This is an optimization exercise on Yosys and OpenROAD, whose aim is small area and a short achievable clock period, not a production implementation.
Function was checked by simulation only, so behaviour that the tests miss may differ from the original.
Power and IR drop assume default switching activity.

===== flow/design.v =====
module glyph_top (
    input            clk,
    input      [7:0] character_generator,
    input      [9:0] x,
    input      [9:0] y,
    input      [9:0] base_x,
    input      [9:0] base_y,
    output reg       pixel
);
    reg [7:0] ch_r;
    reg [9:0] x_r, y_r, bx_r, by_r;
    wire      pix;
    acelerometro_generator gen (
        .character_generator(ch_r),
        .x(x_r),
        .y(y_r),
        .base_x(bx_r),
        .base_y(by_r),
        .pixel(pix)
    );
    always @(posedge clk) begin
        ch_r  <= character_generator;
        x_r   <= x;
        y_r   <= y;
        bx_r  <= base_x;
        by_r  <= base_y;
        pixel <= pix;
    end
endmodule

module acelerometro_generator(
    input [7:0] character_generator,
    input [9:0] x,
    input [9:0] y,
    input [9:0] base_x,
    input [9:0] base_y,
    output pixel
);
    function [10:0] sub10(input [9:0] a, input [9:0] b);
        integer i;
        reg bw;
        begin
            bw = 1'b0;
            for (i = 0; i < 10; i = i + 1) begin
                sub10[i] = a[i] ^ b[i] ^ bw;
                bw = (~a[i] & b[i]) | (~(a[i] ^ b[i]) & bw);
            end
            sub10[10] = bw;
        end
    endfunction
    function [6:0] add7(input [6:0] a, input [6:0] b, input c);
        integer i;
        reg cy;
        begin
            cy = c;
            for (i = 0; i < 7; i = i + 1) begin
                add7[i] = a[i] ^ b[i] ^ cy;
                cy = (a[i] & b[i]) | ((a[i] ^ b[i]) & cy);
            end
        end
    endfunction
    function ge7(input [6:0] a, input [6:0] k);
        integer i;
        reg g;
        begin
            g = 1'b1;
            for (i = 0; i < 7; i = i + 1)
                g = k[i] ? (a[i] & g) : (a[i] | g);
            ge7 = g;
        end
    endfunction
    wire [10:0] sx_ = sub10(x, base_x);
    wire [10:0] sy_ = sub10(y, base_y);
    wire [6:0] ux = sx_[6:0];
    wire [6:0] uy = sy_[6:0];
    wire xin = ~sx_[10] & ~|sx_[9:7];               
    wire xneg = sx_[10] & (&sx_[9:4]);              
    wire yin = ~sy_[10] & ~|sy_[9:7] & ~ge7(uy, 7'd100);
    wire x20 = ge7(ux, 7'd20), x40 = ge7(ux, 7'd40), x60 = ge7(ux, 7'd60);
    wire cL = xin & ~x20;
    wire cM = xin & x20 & ~x40;
    wire cR = xin & x40 & ~x60;
    wire cW = xin & ~x60;
    wire rT = ~ge7(uy, 7'd20);
    wire rB = ge7(uy, 7'd80);
    wire rU = ~ge7(uy, 7'd50);
    wire rD = ~rU;
    wire rM = ge7(uy, 7'd40) & ~ge7(uy, 7'd60);
    wire rE1 = ge7(uy, 7'd33) & ~ge7(uy, 7'd53);
    wire rE2 = ge7(uy, 7'd66) & ~ge7(uy, 7'd86);
    reg [4:0] q;
    reg [2:0] r;
    always @(*) begin
        q = 5'd0;
        r = 3'd0;
        case (uy)
            7'd0: begin q = 5'd0; r = 3'd0; end
            7'd1: begin q = 5'd0; r = 3'd1; end
            7'd2: begin q = 5'd0; r = 3'd2; end
            7'd3: begin q = 5'd0; r = 3'd3; end
            7'd4: begin q = 5'd0; r = 3'd4; end
            7'd5: begin q = 5'd1; r = 3'd0; end
            7'd6: begin q = 5'd1; r = 3'd1; end
            7'd7: begin q = 5'd1; r = 3'd2; end
            7'd8: begin q = 5'd1; r = 3'd3; end
            7'd9: begin q = 5'd1; r = 3'd4; end
            7'd10: begin q = 5'd2; r = 3'd0; end
            7'd11: begin q = 5'd2; r = 3'd1; end
            7'd12: begin q = 5'd2; r = 3'd2; end
            7'd13: begin q = 5'd2; r = 3'd3; end
            7'd14: begin q = 5'd2; r = 3'd4; end
            7'd15: begin q = 5'd3; r = 3'd0; end
            7'd16: begin q = 5'd3; r = 3'd1; end
            7'd17: begin q = 5'd3; r = 3'd2; end
            7'd18: begin q = 5'd3; r = 3'd3; end
            7'd19: begin q = 5'd3; r = 3'd4; end
            7'd20: begin q = 5'd4; r = 3'd0; end
            7'd21: begin q = 5'd4; r = 3'd1; end
            7'd22: begin q = 5'd4; r = 3'd2; end
            7'd23: begin q = 5'd4; r = 3'd3; end
            7'd24: begin q = 5'd4; r = 3'd4; end
            7'd25: begin q = 5'd5; r = 3'd0; end
            7'd26: begin q = 5'd5; r = 3'd1; end
            7'd27: begin q = 5'd5; r = 3'd2; end
            7'd28: begin q = 5'd5; r = 3'd3; end
            7'd29: begin q = 5'd5; r = 3'd4; end
            7'd30: begin q = 5'd6; r = 3'd0; end
            7'd31: begin q = 5'd6; r = 3'd1; end
            7'd32: begin q = 5'd6; r = 3'd2; end
            7'd33: begin q = 5'd6; r = 3'd3; end
            7'd34: begin q = 5'd6; r = 3'd4; end
            7'd35: begin q = 5'd7; r = 3'd0; end
            7'd36: begin q = 5'd7; r = 3'd1; end
            7'd37: begin q = 5'd7; r = 3'd2; end
            7'd38: begin q = 5'd7; r = 3'd3; end
            7'd39: begin q = 5'd7; r = 3'd4; end
            7'd40: begin q = 5'd8; r = 3'd0; end
            7'd41: begin q = 5'd8; r = 3'd1; end
            7'd42: begin q = 5'd8; r = 3'd2; end
            7'd43: begin q = 5'd8; r = 3'd3; end
            7'd44: begin q = 5'd8; r = 3'd4; end
            7'd45: begin q = 5'd9; r = 3'd0; end
            7'd46: begin q = 5'd9; r = 3'd1; end
            7'd47: begin q = 5'd9; r = 3'd2; end
            7'd48: begin q = 5'd9; r = 3'd3; end
            7'd49: begin q = 5'd9; r = 3'd4; end
            7'd50: begin q = 5'd10; r = 3'd0; end
            7'd51: begin q = 5'd10; r = 3'd1; end
            7'd52: begin q = 5'd10; r = 3'd2; end
            7'd53: begin q = 5'd10; r = 3'd3; end
            7'd54: begin q = 5'd10; r = 3'd4; end
            7'd55: begin q = 5'd11; r = 3'd0; end
            7'd56: begin q = 5'd11; r = 3'd1; end
            7'd57: begin q = 5'd11; r = 3'd2; end
            7'd58: begin q = 5'd11; r = 3'd3; end
            7'd59: begin q = 5'd11; r = 3'd4; end
            7'd60: begin q = 5'd12; r = 3'd0; end
            7'd61: begin q = 5'd12; r = 3'd1; end
            7'd62: begin q = 5'd12; r = 3'd2; end
            7'd63: begin q = 5'd12; r = 3'd3; end
            7'd64: begin q = 5'd12; r = 3'd4; end
            7'd65: begin q = 5'd13; r = 3'd0; end
            7'd66: begin q = 5'd13; r = 3'd1; end
            7'd67: begin q = 5'd13; r = 3'd2; end
            7'd68: begin q = 5'd13; r = 3'd3; end
            7'd69: begin q = 5'd13; r = 3'd4; end
            7'd70: begin q = 5'd14; r = 3'd0; end
            7'd71: begin q = 5'd14; r = 3'd1; end
            7'd72: begin q = 5'd14; r = 3'd2; end
            7'd73: begin q = 5'd14; r = 3'd3; end
            7'd74: begin q = 5'd14; r = 3'd4; end
            7'd75: begin q = 5'd15; r = 3'd0; end
            7'd76: begin q = 5'd15; r = 3'd1; end
            7'd77: begin q = 5'd15; r = 3'd2; end
            7'd78: begin q = 5'd15; r = 3'd3; end
            7'd79: begin q = 5'd15; r = 3'd4; end
            7'd80: begin q = 5'd16; r = 3'd0; end
            7'd81: begin q = 5'd16; r = 3'd1; end
            7'd82: begin q = 5'd16; r = 3'd2; end
            7'd83: begin q = 5'd16; r = 3'd3; end
            7'd84: begin q = 5'd16; r = 3'd4; end
            7'd85: begin q = 5'd17; r = 3'd0; end
            7'd86: begin q = 5'd17; r = 3'd1; end
            7'd87: begin q = 5'd17; r = 3'd2; end
            7'd88: begin q = 5'd17; r = 3'd3; end
            7'd89: begin q = 5'd17; r = 3'd4; end
            7'd90: begin q = 5'd18; r = 3'd0; end
            7'd91: begin q = 5'd18; r = 3'd1; end
            7'd92: begin q = 5'd18; r = 3'd2; end
            7'd93: begin q = 5'd18; r = 3'd3; end
            7'd94: begin q = 5'd18; r = 3'd4; end
            7'd95: begin q = 5'd19; r = 3'd0; end
            7'd96: begin q = 5'd19; r = 3'd1; end
            7'd97: begin q = 5'd19; r = 3'd2; end
            7'd98: begin q = 5'd19; r = 3'd3; end
            7'd99: begin q = 5'd19; r = 3'd4; end
            default: begin q = 5'd0; r = 3'd0; end
        endcase
    end
    wire r0 = (r == 3'd0), r1 = (r == 3'd1), r2 = (r == 3'd2), r3 = (r == 3'd3), r4 = (r == 3'd4);
    wire r34 = r3 | r4;
    wire [6:0] q2 = {1'b0, q, 1'b0};
    wire [6:0] q3 = add7(q2, {2'b00, q}, 1'b0);
    wire [6:0] am = add7(ux, ~q2, 1'b1);            
    wire [6:0] ap = add7(ux, q2, 1'b0);             
    wire xz = (xin & ~ge7(ux, 7'd70)) | xneg;       
    wire [6:0] az = add7(ux, q3, 1'b0);             
    wire dX1 = xin & (r34 ? (ge7(am, 7'd1) & ~ge7(am, 7'd22)) : ~ge7(am, 7'd21));
    wire dY1 = xin & (r34 ? (ge7(am, 7'd1) & ~ge7(am, 7'd21)) : ~ge7(am, 7'd20));
    wire dX2 = xin & (r0 ? (ge7(ap, 7'd40) & ~ge7(ap, 7'd61)) :
                     r34 ? (ge7(ap, 7'd38) & ~ge7(ap, 7'd59)) :
                           (ge7(ap, 7'd39) & ~ge7(ap, 7'd60)));
    wire dY2 = xin & (r34 ? (ge7(ap, 7'd39) & ~ge7(ap, 7'd59)) :
                           (ge7(ap, 7'd40) & ~ge7(ap, 7'd60)));
    reg [3:0] kk;
    always @(*) begin
        case (uy)
            85, 86: kk = 1;  87, 88: kk = 2;  89: kk = 3;  90, 91: kk = 4;
            92, 93: kk = 5;  94: kk = 6;  95, 96: kk = 7;  97, 98: kk = 8;
            99: kk = 9;
            default: kk = 0;
        endcase
    end
    wire zwrap = ~|base_x[9:4] & ~ge7({3'b000, base_x[3:0]}, {3'b000, kk});
    wire dZ = xz & (|uy) & ~zwrap &
              ((r0 | r1) ? (ge7(az, 7'd50) & ~ge7(az, 7'd70)) :
               r4        ? (ge7(az, 7'd48) & ~ge7(az, 7'd68)) :
                           (ge7(az, 7'd49) & ~ge7(az, 7'd69)));
    reg pix;
    always @(*) begin
        case (character_generator)
            8'h58: pix = dX1 | dX2;
            8'h59: pix = (rU & (dY1 | dY2)) | (rD & cM);
            8'h5A: pix = (cW & (rT | rB)) | dZ;
            8'h3D: pix = cW & (rE1 | rE2);
            8'h2D: pix = cW & rM;
            8'h30: pix = cL | cR | (cW & (rT | rB));
            8'h31: pix = cM | (cW & rB);
            8'h32: pix = (cW & (rT | rB)) | (cR & rU) | (cL & rD);
            8'h33: pix = (cW & (rT | rM | rB)) | cR;
            8'h34: pix = (cL & rU) | (cW & rM) | cR;
            8'h35: pix = (cW & (rT | rM | rB)) | (cL & rU) | (cR & rD);
            8'h36: pix = cL | (cR & rD) | (cW & (rM | rB));
            8'h37: pix = (cW & rT) | cR;
            8'h38: pix = (cW & (rT | rM | rB)) | cL | cR;
            8'h39: pix = cR | (cL & rU) | (cW & (rM | rT));
            default: pix = 1'b0;
        endcase
    end
    assign pixel = pix & yin;
endmodule

===== flow/config.mk =====
export PLATFORM = sky130hd
export DESIGN_NAME = glyph_top
export DESIGN_NICKNAME = glyph_top
export VERILOG_FILES = /design/flow/design.v
export SDC_FILE = /design/flow/constraint.sdc
export NUM_CORES = 4
export LEC_CHECK = 0
export ABC_AREA = 1
export CAP_MARGIN = 20
export CORE_MARGIN = 2
export CORE_UTILIZATION = 40
export SLEW_MARGIN = 20

===== flow/constraint.sdc =====
create_clock -name core_clock -period 80.0 [get_ports {clk}]
set_input_delay 16.0000 -clock core_clock [delete_from_list [all_inputs] [get_ports {clk}]]
set_output_delay 16.0000 -clock core_clock [all_outputs]
set_load 0.01 [all_outputs]

===== flow/flow/run.sh =====
#!/bin/bash
set -e
export BUFFER_PORTS_ARGS="-buffer_cell sky130_fd_sc_hd__buf_1"
bash standard.sh > standard.log 2>&1

===== flow/standard.sh =====
#!/bin/bash
# synth_recipe.tcl (not shown) runs the flow's synth.tcl, then flattens the netlist and writes it again
# the make line also repeats each setting of config.mk as NAME=value (left out here)
make -C /OpenROAD-flow-scripts/flow DESIGN_CONFIG=/design/flow/config.mk WORK_HOME=/design/flow/orfs CLKGATE_MAP_FILE= SYNTH_SCRIPT=/design/flow/synth_recipe.tcl "${@:-finish}"

==> results.toml, run 1 <==
[final_layout]
nNetsFinal = 731
diodes = 0
areaGrowthSynthToFinish_pct = 9.169
fin_util_pct = 45.21
fin_area_um2 = 4439
seq_area_um2 = 980.9
layout_commonest_cell = "nand2_1"
drive_gt1_share_pct = 5.031
fillers = 1047
multi_input_area_um2 = 2625
final_cell_mix = "140 x nand2_1, 92 x inv_1, 75 x nor2_1"

[place]
gp_congestion = 0.9518
placed_area_um2 = 4328
io_buffers = 49
dp_hpwl_um = 7857

[floorplan]
core_area_um2 = 9819
io_pins = 50
die_y_um = 104.8
dieArea_um2 = 10990
start_util_pct = 41.41
row_count = 36
fp.dieW_um = 104.8

[setup_path]
cp_slowest_stage_delay_ps = 310
worst_ep_required_time_ps = 64000
critPathSlowestCell = "dfxtp_1"
timing.rr.end = "pixel"
r2r_start = "y_r[0]"
startpoint_type = "flip-flop"
critPathKind = "flip-flop to primary output"
cp_top_family = "flip-flops"
crit_path_max_fanout = 1
path_buf_inv = 1
path_cells = "buf_1"
r2r_setup_slack_ps = 71800
end_kind = "primary output"
worst-r2r-cell-count = 34
arrival_ps = 750

[timing]
timing.setup.tns_ps = 0
max_freq_mhz = 59.69
post-route-min-period_ps = 16750
rsz0062_at_grt = "false"
period_share_pct = 20.94
relSlewSlack_pct = 41.73
hold_viol = 0
clock_skew_ps = 3.965
maxSlewViolCount = 0
setup_viol = 0
worstMarginPinSlew_ps = 873.0

[power]
switching_power_uw = 65.11
p_leak_uw = 0.002151
powerDensity_nw_per_um2 = 29.46
p_clk_share_pct = 13.3
seqPwrFrac_pct = 20.1
peakVddDrop_v = 0.00001323
intPower_uw = 65.67
p_comb_share_pct = 66.7
p_sw_share_pct = 49.79

[run_status]
status = "complete, no violations"

[routing]
detail_route.first_pass.iterations = 5
first_iter_violations = 272
drc = 0
viasPerCell = 5.095
routed-via-count = 3918
drt_wl_total_um = 9706
antenna_left = 0
routedWlPerCell_um = 12.62

[logic_synthesis]
synth_mux_area_share_pct = 0
ys_types = 33
synthXorXnorAreaFrac_pct = 0.6462
syn-num-nets = 687
synth-simple-area-share_pct = 34.86
ys_seq_elements = 49
synthAdderAreaFrac_pct = 20.74
synth_compound_area_share_pct = 8.308
synth_area_um2 = 4066
yosysWarnings = 2
yosysSeqAreaShare_pct = 24.12
syn_avg_cell_area_um2 = 6.881
synthesis.instances = 591
synth_top_family_by_area = "simple AND/OR/NAND/NOR gates"

[global_route]
grt_pass1_wl_um = 16360
overflow = 0
grt_antenna_before_repair = 0
grt_use_total_pct = 18.24
grt_pass1_vias = 3588
grt_max_degree = 27

[cts]
htreeDepth = 2
hold_buffers = 0
clk_pin_slew_ps = 90
clkSinkCount = 49
cts_resized = 0
clockBufferDepth = 2
post_cts_buffers = 0
clockRootBuffer = "clkbuf_8"
cts_inserted_buffers = 5
clk_latency_ps = 300
cts_tree = "done"

[worst_hold_path]
hp-class = "flip-flop to flip-flop"
hold_start = "y_r[9]"
min_to = "pixel"
hold_depth = 4

[job]
max_cap_viol_count = 0
logic make-up (layout without fill, tap and decap cells):
family,Yosys count,count (layout)
adder cells (fa/ha/maj),47,47
flip-flops,49,49
AND/OR/NAND/NOR,323,323
buffers and inverters,111,156
XOR/XNOR,3,3
AO/OA/AOI/OAI,58,58
worst max-delay path by stage:
stage / start / endpoint / slack, ps / cells after the start
global placement: pixel / pixel / 63570 / 1
floorplan: pixel / pixel / 63670 / 0
finish: pixel / pixel / 63250 / 1
detailed placement: pixel / pixel / 63580 / 1
CTS: pixel / pixel / 63230 / 1
global route: pixel / pixel / 63220 / 1
synthesized netlist by cell type, drive strengths merged:
| library cell | instances | area (um^2) |
|---|---|---|
| a21oi | 20 | 107.6 |
| o21ai | 23 | 118.9 |
| o22a | 1 | 8.760 |
| nand3b | 4 | 30.03 |
| a31oi | 3 | 18.77 |
| xor2 | 3 | 26.28 |
| nand2 | 147 | 569.3 |
| a211oi | 2 | 15.01 |
| o21a | 1 | 7.510 |
| dfxtp | 49 | 980.9 |
| buf | 12 | 88.83 |
| fa | 34 | 680.7 |
| inv | 99 | 371.6 |
| nor4 | 1 | 6.260 |
| ha | 13 | 162.7 |
| o2111ai | 2 | 17.52 |
| o22ai | 1 | 6.260 |
| nor2 | 80 | 327.8 |
| o21bai | 2 | 15.01 |
| o211ai | 3 | 22.52 |
| nor3 | 11 | 55.05 |
| nand3 | 69 | 360.4 |
| nand4 | 11 | 68.82 |
registers in the layout (all words and copies together) (netlist names):
register and cells:
x_r 10, y_r 10, by_r 10, bx_r 10, pixel 1, ch_r 8
power groups by stage:
stage	Clock, uW	Sequential (uW)	Combinational, uW
after detailed placement	0	26.9	86.2
after floorplan	0	26.7	67.1
after CTS	17.9	26.3	86.6
after global routing	18.9	26.5	98.5
after global placement	0	26.9	83.9
final	17.3	26.3	87.2
final cells by class:
cell class,count,area share (%)
clock buffers,6,1.635
inverters,99,8.371
flip-flops and latches,49,22.10
multi-input cells,431,59.13
repair buffers,49,4.143
clock inverters,2,0.8737
well taps,133,3.749
through the flow:
| stage | instances | setup slack [ps] | power, uW | hold WS, ps |
|---|---|---|---|---|
| 5_1_grt | 769 | 63220 | 143.8 | 754.9 |
| 6_report | 769 | 63250 | 130.8 | 697.5 |
| 3_5_place_dp | 761 | 63580 | 113.0 | 696.1 |
| 4_1_cts | 769 | 63230 | 130.8 | 710.8 |
| 2_1_floorplan | 591 | 63670 | 93.88 | 642.2 |
| 3_3_place_gp | 761 | 63570 | 110.7 | 673.7 |
per-layer routing:
layer	wire length (um)	track usage [%]	part of all wire [%]	vias up
met5	0	0	0	-
met4	234	7.143	2.4	0
met3	647	2.807	6.7	22
met2	4471	28.80	46	160
met1	4353	25.03	45	1779
li1	-	-	-	1957
==> run 2, diff against run 1 <==
--- a/flow/config.mk
+++ b/flow/config.mk
@@ -9,4 +9,6 @@
 export CAP_MARGIN = 20
 export CORE_MARGIN = 2
 export CORE_UTILIZATION = 40
+export CTS_CLUSTER_DIAMETER = 500
+export CTS_CLUSTER_SIZE = 64
 export SLEW_MARGIN = 20
==> run 2 against run 1 <==
- die area stayed put
- via count stayed put
- clock skew stayed put
- fmax stayed put
- still clean
- clock power hardly changed
- register-to-register slack hardly changed
==> results.toml, run 2 <==
[final_layout]
areaGrowthSynthToFinish_pct = 9.169
nNetsFinal = 731
fin_util_pct = 45.21
final_cell_mix = "140 x nand2_1, 92 x inv_1, 75 x nor2_1"
drive_gt1_share_pct = 5.031
diodes = 0
layout_commonest_cell = "nand2_1"

[setup_path]
arrival_ps = 750
worst-r2r-cell-count = 34
r2r_start = "y_r[0]"
path_buf_inv = 1
r2r_setup_slack_ps = 71800
path_cells = "buf_1"
crit_path_max_fanout = 1
critPathSlowestCell = "dfxtp_1"
timing.rr.end = "pixel"
startpoint_type = "flip-flop"
worst_ep_required_time_ps = 64000
cp_top_family = "flip-flops"
end_kind = "primary output"
cp_slowest_stage_delay_ps = 310
critPathKind = "flip-flop to primary output"

[timing]
hold_viol = 0
relSlewSlack_pct = 41.73
post-route-min-period_ps = 16750
rsz0062_at_grt = "false"
setup_viol = 0
max_freq_mhz = 59.69
clock_skew_ps = 3.965
period_share_pct = 20.94
timing.setup.tns_ps = 0
worstMarginPinSlew_ps = 873.0
maxSlewViolCount = 0

[cts]
clkSinkCount = 49
hold_buffers = 0
cts_inserted_buffers = 5
post_cts_buffers = 0
clk_pin_slew_ps = 90
clk_latency_ps = 300
cts_resized = 0
cts_tree = "done"
clockBufferDepth = 2
clockRootBuffer = "clkbuf_8"
htreeDepth = 2

[logic_synthesis]
synth_area_um2 = 4066
syn-num-nets = 687
synth_top_area_share_pct = 24.12
synthXorXnorAreaFrac_pct = 0.6462
yosys-top-cells-count = "140 x nand2_1, 92 x inv_1, 75 x nor2_1"
synthesis.instances = 591
synth_top_family_by_area = "simple AND/OR/NAND/NOR gates"
async_flop_share_pct = 0
yosysWarnings = 2
netlist_top_cells_area = "dfxtp_1 24%, fa_1 17%, nand2_1 13%"
yosys_most_used_dff = "dfxtp_1"
syn_avg_cell_area_um2 = 6.881
yosysSeqAreaShare_pct = 24.12
ys_seq_elements = 49
synthAdderAreaFrac_pct = 20.74
synth_area_leader_cell = "dfxtp_1"
ys_types = 33
synth_mux_area_share_pct = 0
synth-simple-area-share_pct = 34.86
synthMostInstantiatedCell = "nand2_1"
synth_compound_area_share_pct = 8.308
synth_edf_count = 0

[worst_hold_path]
min_to = "pixel"
hp-class = "flip-flop to flip-flop"
hold_depth = 4
hold_start = "y_r[9]"

[global_route]
overflow = 0
grt_max_degree = 27
grt_use_total_pct = 18.24
grt_pass1_wl_um = 16360
grt_pass1_vias = 3588
grt_antenna_before_repair = 0

[power]
peakVddDrop_v = 0.00001323
p_leak_uw = 0.002151
powerDensity_nw_per_um2 = 29.46

[routing]
routedWlPerCell_um = 12.62
drt_wl_total_um = 9706
detail_route.first_pass.iterations = 5
viasPerCell = 5.095
routed-via-count = 3918
antenna_left = 0
drc = 0
first_iter_violations = 272

[floorplan]
row_count = 36
core_area_um2 = 9819
dieArea_um2 = 10990
fp.dieW_um = 104.8
start_util_pct = 41.41
die_y_um = 104.8
io_pins = 50

[place]
dp_hpwl_um = 7857
io_buffers = 49
gp_congestion = 0.9518

[job]
max_cap_viol_count = 0

[run_status]
status = "complete, no violations"
-- run 2: cell counts after synthesis --
Identical to the previous run, type by type.
-- run 2: final cells by class --
cell class	instances	area (um^2)
tap	133	166.4
inverter	99	371.6
timing repair buffer	49	183.9
multi-input combinational	431	2625
sequential	49	980.9
clock buffer	6	72.57
clock inverter	2	38.79
fill	1047	5380
-- run 2: worst max-delay path by stage --
stage	end	cells past startpoint	slack [ps]	start
3_5_place_dp	pixel	1	63580	pixel
2_1_floorplan	pixel	0	63670	pixel
3_3_place_gp	pixel	1	63570	pixel
4_1_cts	pixel	1	63230	pixel
6_report	pixel	1	63250	pixel
5_1_grt	pixel	1	63220	pixel
-- run 2: kinds of logic after synthesis --
group	Yosys count
compound gates	58
simple gates	323
buf+inv	111
xor+xnor	3
fa+ha+maj	47
flops	49
-- run 2: power breakdown --
group          total [uW]  leakage (uW)  switching, uW  internal, uW
Clock                17.3     0.0000554           7.96          9.38
Combinational        87.2       0.00168           56.6          30.6
Sequential           26.3      0.000413          0.596          25.7
-- run 2: metal layers --
metal	vias to the layer above	track usage (%)	part of all wire (%)
met5	-	0	0
met4	0	7.143	2.4
met3	22	2.807	6.7
met2	160	28.80	46
met1	1779	25.03	45
li1	1957	-	-
-- run 2: metrics by stage --
stage                     cell area [um^2]  std cells  power (uW)  hold slack, ps  setup slack [ps]
after detailed placement              4328        761       113.0           696.1             63580
after CTS                             4439        769       130.8           710.8             63230
after global routing                  4439        769       143.8           754.9             63220
final                                 4439        769       130.8           697.5             63250
after floorplan                       4066        591       93.88           642.2             63670
after global placement                4328        761       110.7           673.7             63570
==> run 3, diff against run 2 <==
==> flow/run.sh (new file) <==
#!/bin/bash
# synth_recipe.tcl (not shown) runs the flow's synth.tcl, then flattens the netlist and writes it again
# the make line also repeats each setting of config.mk as NAME=value (left out here)
make -C /OpenROAD-flow-scripts/flow DESIGN_CONFIG=/design/flow/config.mk WORK_HOME=/design/flow/orfs CLKGATE_MAP_FILE= SYNTH_SCRIPT=/design/flow/synth_recipe.tcl finish
==> flow/config.mk (replaced) <==
export PLATFORM = sky130hd
export DESIGN_NAME = glyph_top
export DESIGN_NICKNAME = glyph_top
export VERILOG_FILES = /design/flow/design.v
export SDC_FILE = /design/flow/constraint.sdc
export NUM_CORES = 4
export LEC_CHECK = 0
export CAP_MARGIN = 20
export CORE_MARGIN = 2
export CORE_UTILIZATION = 40
export SLEW_MARGIN = 20
removed: flow/flow/run.sh
removed: flow/standard.sh
==> run 3 against run 2 <==
- still clean
- synthesized cell count down 16%
- worst hold slack better by 210 ps
- total power up 2.6%
- cell count down 14%
- design area up 9.4%
- combinational power up 2%
- first-iteration DRC count up 63%
- critical endpoint unchanged
- largest cell class unchanged
==> results.toml, run 3 <==
[routing]
drc = 0
routedWlPerCell_um = 16.70
antenna_left = 0
drt_wl_total_um = 11060
viasPerCell = 5.752
detail_route.first_pass.iterations = 5
first_iter_violations = 442
routed-via-count = 3808

[logic_synthesis]
synth_top_area_share_pct = 23.33
yosys_most_used_dff = "dfxtp_1"
synthMostInstantiatedCell = "inv_1"
netlist_top_cells_area = "dfxtp_1 23%, fa_1 16%, inv_1 5.0%"
ys_types = 83
syn-num-nets = 592
synthesis.instances = 496
synth_area_um2 = 4204
yosysSeqAreaShare_pct = 23.33
ys_seq_elements = 49
yosysWarnings = 2
synth_edf_count = 0
syn_avg_cell_area_um2 = 8.476
async_flop_share_pct = 0
yosys-top-cells-count = "56 x inv_1, 49 x dfxtp_1, 37 x nand2_1"
synth_area_leader_cell = "dfxtp_1"

[cts]
post_cts_buffers = 0
clockRootBuffer = "clkbuf_8"
clk_latency_ps = 310
clk_pin_slew_ps = 110
clkSinkCount = 49
cts_resized = 0
hold_buffers = 0
clockBufferDepth = 2
cts_tree = "done"
cts_inserted_buffers = 5
htreeDepth = 2

[timing]
setup_slack_ps = 62840
timing.setup.tns_ps = 0
relSlewSlack_pct = 34.79
worstMarginPinSlew_ps = 977.1
rsz0062_at_grt = "false"
hold_viol = 0
post-route-min-period_ps = 17160
maxSlewViolCount = 0
clock_skew_ps = 20.99
max_freq_mhz = 58.28
period_share_pct = 21.45
setup_viol = 0

[power]
p_sw_share_pct = 47.17
seqPwrFrac_pct = 19.7
p_leak_uw = 0.001912
p_clk_share_pct = 14.1
peakVddDrop_v = 0.00001392
intPower_uw = 70.87
switching_power_uw = 63.27
p_comb_share_pct = 66.2
powerDensity_nw_per_um2 = 27.61

[global_route]
grt_antenna_before_repair = 0
grt_pass1_vias = 3790
grt_pass1_wl_um = 18910
grt_use_total_pct = 20.68
grt_max_degree = 37
overflow = 0

[floorplan]
fp.dieW_um = 106.5
io_pins = 50
start_util_pct = 40.91
core_area_um2 = 10280
die_y_um = 106.5
row_count = 37
dieArea_um2 = 11350

[setup_path]
end_kind = "primary output"
crit_path_max_fanout = 1
cp_top_family = "buffers and inverters"
path_buf_inv = 1
startpoint_type = "flip-flop"
path_cells = "clkdlybuf4s50_1"
worst_ep_required_time_ps = 64000
cp_slowest_stage_delay_ps = 520
critPathKind = "flip-flop to primary output"
critPathSlowestCell = "clkdlybuf4s50_1"
arrival_ps = 1160

[worst_hold_path]
hp-class = "flip-flop to flip-flop"

[final_layout]
fin_util_pct = 47.27
nNetsFinal = 621
final_cell_mix = "56 x inv_1, 49 x dfxtp_1, 49 x clkdlybuf4s50_1"
diodes = 0
areaGrowthSynthToFinish_pct = 15.57
layout_commonest_cell = "inv_1"
drive_gt1_share_pct = 5.323

[job]
max_cap_viol_count = 0

[place]
gp_congestion = 0.9425
dp_slack_ps = 63190
io_buffers = 49
dp_hpwl_um = 8548

[run_status]
status = "complete, no violations"
-- run 3: power by group through the flow --
| stage | Sequential [uW] | Combinational [uW] | Clock [uW] |
|---|---|---|---|
| final | 26.4 | 88.9 | 18.9 |
| after detailed placement | 27.0 | 88.0 | 0 |
| after global placement | 27.0 | 84.7 | 0 |
| after CTS | 26.4 | 88.3 | 19.4 |
| after floorplan | 26.7 | 68.2 | 0 |
| after global routing | 26.6 | 100 | 20.5 |
-- run 3: cells by family (layout without fill, tap and decap cells) --
kind of cell,after synthesis,after routing,share of synthesized area [%]
and+or+nand+nor,142,142,17.59
AOI/OAI and AO/OA,152,152,25.89
adders and majority gates,52,52,21.25
xor gates and xnor gates,6,6,1.250
buffers and inverters,90,120,8.898
DFF,49,49,23.33
muxes,5,5,1.786
-- run 3: path summary, 6_finish.rpt --
path / from / end / slack, ps / cells after the start
setup / recovery: pixel / pixel / 62840 / 1
hold / removal: y_r[9] / pixel / 910 / 4
setup reg to reg: y_r[0] / pixel / 71430 / 30
hold reg to reg: y_r[9] / pixel / 910 / 4
-- run 3: routing by layer --
layer | vias up | GRT usage, % | part of all wire [%]
met1 | 1819 | 29.46 | 46
li1 | 1834 | - | -
met3 | 10 | 2.207 | 5.7
met2 | 145 | 34.43 | 47
met4 | 0 | 3.525 | 1.0
met5 | - | 0 | 0
-- run 3: metrics by stage --
step	power (uW)	cell area (um^2)	cells	hold slack (ps)
6_report	134.1	4858	662	909.8
2_1_floorplan	94.86	4204	496	708.1
5_1_grt	147.2	4858	662	940.7
3_3_place_gp	111.7	4738	654	913.5
3_5_place_dp	115.0	4738	654	901.4
4_1_cts	134.1	4858	662	896.4
-- run 3: area by class of cell --
| cell class | instances | area, um^2 |
|---|---|---|
| Clock buffer | 6 | 82.58 |
| Clock inverter | 2 | 37.54 |
| Fill cell | 1052 | 5419 |
| Inverter | 60 | 225.2 |
| Multi-Input combinational cell | 357 | 2849 |
| Sequential cell | 49 | 980.9 |
| Tap cell | 136 | 170.2 |
| Timing Repair Buffer | 52 | 513.0 |

-- afterwards: timing with drivers on the ports --
Ports are ideal in the flow. The routed layouts listed here were re-timed in OpenROAD. Step 1 assumes that a clkbuf_16 drives the clock port and a buf_2 every other input. Step 2 also shifts input and output timing later by t, the mid clock arrival at the registers, as if the neighbouring blocks saw the same clock. a / b / c = ideal ports / drivers / drivers and shift; a / b = the first two.
| run | t (ns) | setup slack, ns | latest minus earliest clock arrival (ns) | cell pins on the clock port's net |
|---|---|---|---|---|
| run 1 | 0.332 | 63.247 / 63.217 / 63.548 | 0.005 / 0.005 | 1 |
| run 2 | 0.332 | 63.247 / 63.217 / 63.548 | 0.005 / 0.005 | 1 |
| run 3 | 0.334 | 62.841 / 62.809 / 63.143 | 0.022 / 0.023 | 1 |
After both steps every run listed still meets setup and hold.
